From an optimization exercise on the open Yosys and OpenROAD flow, aimed at small area and a short achievable clock period; shortcuts taken in it are not production practice.
Function was checked by simulation only, so behaviour that the tests miss may differ from the original.
Power is estimated from default activity; no workload was simulated.

==> flow/design.v <==
module pe #(
  parameter int W = 9
)(
  input  logic         clk,
  input  logic         adv,       
  input  logic         vnext,     
  input  logic         mnext,     
  input  logic         mhold,     
  input  logic [W-1:0] u,         
  input  logic [W-1:0] d,         
  output logic [W-1:0] s,
  output logic [1:0]   dir,
  output logic [W-1:0] o1
);
  function automatic logic [W:0] add(input logic [W:0] a, input logic [W:0] b);
    logic c;
    c = 1'b0;
    for (int k = 0; k <= W; k++) begin
      add[k] = a[k] ^ b[k] ^ c;
      c      = (a[k] & b[k]) | (c & (a[k] ^ b[k]));
    end
  endfunction
  function automatic logic ge(input logic [W:0] a, input logic [W:0] b);
    logic c;
    c = 1'b1;
    for (int k = 0; k <= W; k++)
      c = (a[k] & ~b[k]) | (c & (a[k] | ~b[k]));
    ge = c;
  endfunction
  logic [W-1:0] s_r, o1_r;
  logic [1:0]   dir_r;
  logic [W:0] ue, le, de;
  assign ue = {1'b0, u};
  assign le = {1'b0, s_r};
  assign de = {1'b0, d};
  logic u_ge_l;
  assign u_ge_l = ge(ue, le);
  logic [W:0] xe;
  assign xe = u_ge_l ? ue : le;
  localparam logic [W:0] KM9 = (W+1)'((1 << (W+1)) - 9);    
  localparam logic [W:0] KM5 = (W+1)'((1 << (W+1)) - 5);    
  logic [W:0] dp9, dm9, xm5;
  assign dp9 = add(de, (W+1)'(9));
  assign dm9 = add(de, KM9);      
  assign xm5 = add(xe, KM5);      
  logic [W:0] t;
  assign t = mnext ? dp9 : dm9;
  logic diag;
  assign diag = ge({~t[W], t[W-1:0]}, {~xm5[W], xm5[W-1:0]});
  logic [W:0] best;
  assign best = diag ? t : xm5;
  logic pos;
  assign pos = !best[W] && (best != '0);
  logic [W-1:0] nxt_val;
  logic [1:0]   nxt_dir;
  always_comb begin
    if (!vnext) begin
      nxt_val = '0; nxt_dir = 2'd0;
    end else if (adv) begin
      nxt_val = pos ? best[W-1:0] : '0;
      nxt_dir = !pos ? 2'd0 : diag ? 2'd1 : u_ge_l ? 2'd2 : 2'd3;
    end else begin
      nxt_val = mhold ? W'(9) : '0;
      nxt_dir = mhold ? 2'd1 : 2'd0;
    end
  end
  always_ff @(posedge clk) begin
    s_r   <= nxt_val;
    dir_r <= nxt_dir;
    o1_r  <= adv ? s_r : '0;
  end
  assign s   = s_r;
  assign dir = dir_r;
  assign o1  = o1_r;
endmodule
module systolic #(
  parameter int N       = 32,
  parameter int SCORE_W = 10
)(
  input  logic                         clk,
  input  logic                         rst_n,
  input  logic                         compute_en,
  input  logic                         clear_en,
  input  logic                         read_load_en,
  input  logic [N-1:0][1:0]            read_base_in,
  input  logic                         ref_valid_in,
  input  logic       [1:0]             ref_in,
  output logic [N-1:0][SCORE_W-1:0]    pe_score,
  output logic [N-1:0][1:0]            pe_dir,
  output logic [N-1:0]                 pe_valid
);
  function automatic integer sw(input integer i);
    integer k;
    begin
      sw = 1;
      for (k = 1; k < 16; k = k + 1)
        if ((1 << k) <= 9*(i+1)) sw = k + 1;
    end
  endfunction
  localparam int WM = sw(N-1);
  logic adv, keep;
  assign keep = rst_n & ~clear_en;         
  assign adv  = keep & compute_en;         
  logic [N-1:0][1:0] read_r, read_nx;
  always_comb begin
    for (int k = 0; k < N; k++)
      read_nx[k] = !rst_n ? 2'b0 : read_load_en ? read_base_in[k] : read_r[k];
  end
  always_ff @(posedge clk) read_r <= read_nx;
  logic [N-1:1][1:0] ref_r, ref_nx;
  logic [N-1:1]      v_r, v_nx;
  always_comb begin
    ref_nx[1] = keep ? ref_in : 2'b0;
    v_nx[1]   = keep & ref_valid_in;
    for (int k = 2; k < N; k++) begin
      ref_nx[k] = !keep ? 2'b0 : compute_en ? ref_r[k-1] : ref_r[k];
      v_nx[k]   = keep & (compute_en ? v_r[k-1] : v_r[k]);
    end
  end
  always_ff @(posedge clk) begin
    ref_r <= ref_nx;
    v_r   <= v_nx;
  end
  logic o1_9, o1_4;        
  logic m0, s0_9, s0_4;
  assign m0   = (ref_in == read_r[0]);
  assign s0_9 = ref_valid_in & m0;
  assign s0_4 = ref_valid_in & ~m0 & o1_9;
  always_ff @(posedge clk) begin
    o1_9 <= adv & s0_9;
    o1_4 <= adv & s0_4;
  end
  logic [N-1:0][WM-1:0] s_v, o1_v;
  logic [N-1:0][1:0]    dir_v;
  assign s_v[0]  = s0_9 ? WM'(9) : s0_4 ? WM'(4) : '0;
  assign dir_v[0] = s0_9 ? 2'd1 : s0_4 ? 2'd3 : 2'd0;
  assign o1_v[0] = o1_9 ? WM'(9) : o1_4 ? WM'(4) : '0;
  logic [N-1:0][1:0] read_ld;
  logic [N-1:1]      m_adv, m_hold;
  always_comb begin
    for (int k = 0; k < N; k++)
      read_ld[k] = read_load_en ? read_base_in[k] : read_r[k];
    m_adv[1]  = (ref_in == read_ld[1]);
    m_hold[1] = m_adv[1];
    for (int k = 2; k < N; k++) begin
      m_adv[k]  = (ref_r[k-1] == read_ld[k]);
      m_hold[k] = (ref_r[k]   == read_ld[k]);
    end
  end
  genvar gi;
  generate
    for (gi = 1; gi < N; gi++) begin : g_pe
      localparam int W = sw(gi);
      logic [W-1:0] s, o1;
      logic [1:0]   dir;
      pe #(.W(W)) u_pe (
        .clk   (clk),
        .adv   (adv),
        .vnext (v_nx[gi]),
        .mnext (m_adv[gi]),
        .mhold (m_hold[gi]),
        .u     (W'(s_v[gi-1])),
        .d     (W'(o1_v[gi-1])),
        .s     (s),
        .dir   (dir),
        .o1    (o1)
      );
      assign s_v[gi]   = WM'(s);
      assign o1_v[gi]  = WM'(o1);
      assign dir_v[gi] = dir;
    end
  endgenerate
  generate
    for (gi = 0; gi < N; gi++) begin : g_out
      assign pe_score[gi] = compute_en ? SCORE_W'(s_v[gi]) : '0;
      assign pe_dir[gi]   = compute_en ? dir_v[gi] : 2'd0;
      assign pe_valid[gi] = (gi == 0) ? ref_valid_in : v_r[gi];
    end
  endgenerate
endmodule
module sw_top #(
  parameter int N       = 32,
  parameter int SCORE_W = 10
)(
  input  logic                   clk,
  input  logic                   rst_n,
  input  logic                   compute_en,
  input  logic                   clear_en,
  input  logic                   read_load_en,
  input  logic [2*N-1:0]         read_base_in,
  input  logic                   ref_valid_in,
  input  logic [1:0]             ref_in,
  output logic [SCORE_W*N-1:0]   pe_score,
  output logic [2*N-1:0]         pe_dir,
  output logic [N-1:0]           pe_valid
);
  systolic #(.N(N), .SCORE_W(SCORE_W)) u_sys (
    .clk          (clk),
    .rst_n        (rst_n),
    .compute_en   (compute_en),
    .clear_en     (clear_en),
    .read_load_en (read_load_en),
    .read_base_in (read_base_in),
    .ref_valid_in (ref_valid_in),
    .ref_in       (ref_in),
    .pe_score     (pe_score),
    .pe_dir       (pe_dir),
    .pe_valid     (pe_valid)
  );
endmodule
Settings: LEC_CHECK=0, CAP_MARGIN=20, CORE_MARGIN=2, CORE_UTILIZATION=60, PLACE_DENSITY=0.7, SETUP_SLACK_MARGIN=5, SLEW_MARGIN=20; clock period 11.0 ns.
standard.sh (not shown) runs the stock make flow with config.mk's settings and CLKGATE_MAP_FILE= SYNTH_SCRIPT=/design/flow/synth_recipe.tcl, a recipe that flattens the netlist after the stock synthesis.
==> flow/flow/run.sh <==
#!/bin/bash
# Layout flow: the standard ORFS flow (standard.sh, unchanged synthesis),
# with these changes to how the layout is made:
#  - the port buffers are sky130_fd_sc_hd__buf_1 cells instead of the
#    default (a clock delay buffer), so timing repair can size them;
#  - clock tree: larger sink clusters, no dummy loads.
# The full output of the flow goes to standard.log; ORFS keeps its own
# per-step logs under orfs/logs.
set -uo pipefail
MARGIN=${MARGIN:-5.5}
bash standard.sh "BUFFER_PORTS_ARGS=-buffer_cell sky130_fd_sc_hd__buf_1" \
  SETUP_SLACK_MARGIN=$MARGIN \
  "CTS_ARGS=-sink_clustering_enable -repair_clock_nets -dont_use_dummy_load -buf_list {sky130_fd_sc_hd__clkbuf_16} -sink_clustering_size 22 -sink_clustering_max_diameter 90" \
  finish > standard.log 2>&1
Next try:
==> flow/flow/run.sh (replaced) <==
#!/bin/bash
set -uo pipefail
MARGIN=${MARGIN:-5.5}
bash standard.sh "BUFFER_PORTS_ARGS=-buffer_cell sky130_fd_sc_hd__buf_1" \
  SETUP_SLACK_MARGIN=$MARGIN finish > standard.log 2>&1
=> The new run went through all stages and came out clean. First-iteration DRC count is lower by 1.5%. Total power is higher by 26%. Routed wire length is higher by 1.2%. Sequential share of layout area is lower by 0.77 points. Combinational power is higher by about 0.6%. Setup slack gains 22 ps. Design area is higher by 3.2%. Via count is higher by 0.73%. Clock power is higher by 83%. Clock skew is lower by 18 ps.
Next try:
==> flow/flow/run.sh (replaced) <==
#!/bin/bash
# Layout flow: the standard ORFS flow (standard.sh, unchanged synthesis),
# with these changes to how the layout is made:
#  - the port buffers are sky130_fd_sc_hd__buf_1 cells instead of the
#    default (a clock delay buffer), so timing repair can size them;
#  - clock tree: smaller clock buffers, larger sink clusters, no dummy loads.
# The full output of the flow goes to standard.log; ORFS keeps its own
# per-step logs under orfs/logs.
set -uo pipefail
MARGIN=${MARGIN:-5.5}
bash standard.sh "BUFFER_PORTS_ARGS=-buffer_cell sky130_fd_sc_hd__buf_1" \
  SETUP_SLACK_MARGIN=$MARGIN \
  "CTS_ARGS=-sink_clustering_enable -repair_clock_nets -dont_use_dummy_load -buf_list {sky130_fd_sc_hd__clkbuf_8} -sink_clustering_size 14 -sink_clustering_max_diameter 70" \
  finish > standard.log 2>&1
=> Die area does not change. Cell count shrinks by 1.0%. Register-to-register slack improves by 60 ps. Wire length shrinks by 0.83%. Total power shrinks by 24%.

what the ideal ports hide:
The flow's constraints put no driver on any port. The routed layouts listed below were extracted and timed again, unchanged, in two steps. Step 1 assumes that a clkbuf_16 drives the clock port and a buf_2 every other input. Step 2, shift: input delay + t, output delay - t, t = (earliest + latest rising clock arrival at the registers) / 2. This alone moves slack from input paths to output paths. a / b / c = ideal ports / drivers / drivers and shift; a / b = the first two.
run | shift t [ns] | slack for setup (ns) | hold WS [ns] | worst register clock-pin slew, ns
the first run | 0.662 | 5.495 / 5.185 / 4.883 | 0.520 / 0.520 / 0.520 | 0.10 / 0.10
the second run | 0.688 | 5.517 / 5.212 / 4.872 | 0.516 / 0.516 / 0.516 | 0.06 / 0.06
the third run | 0.777 | 5.500 / 5.160 / 4.854 | 0.526 / 0.526 / 0.526 | 0.10 / 0.10
After both steps every run listed still meets setup and hold. For the third run, which loses most, drivers alone change the setup slack by -0.340 ns; drivers and shift together by -0.646 ns.
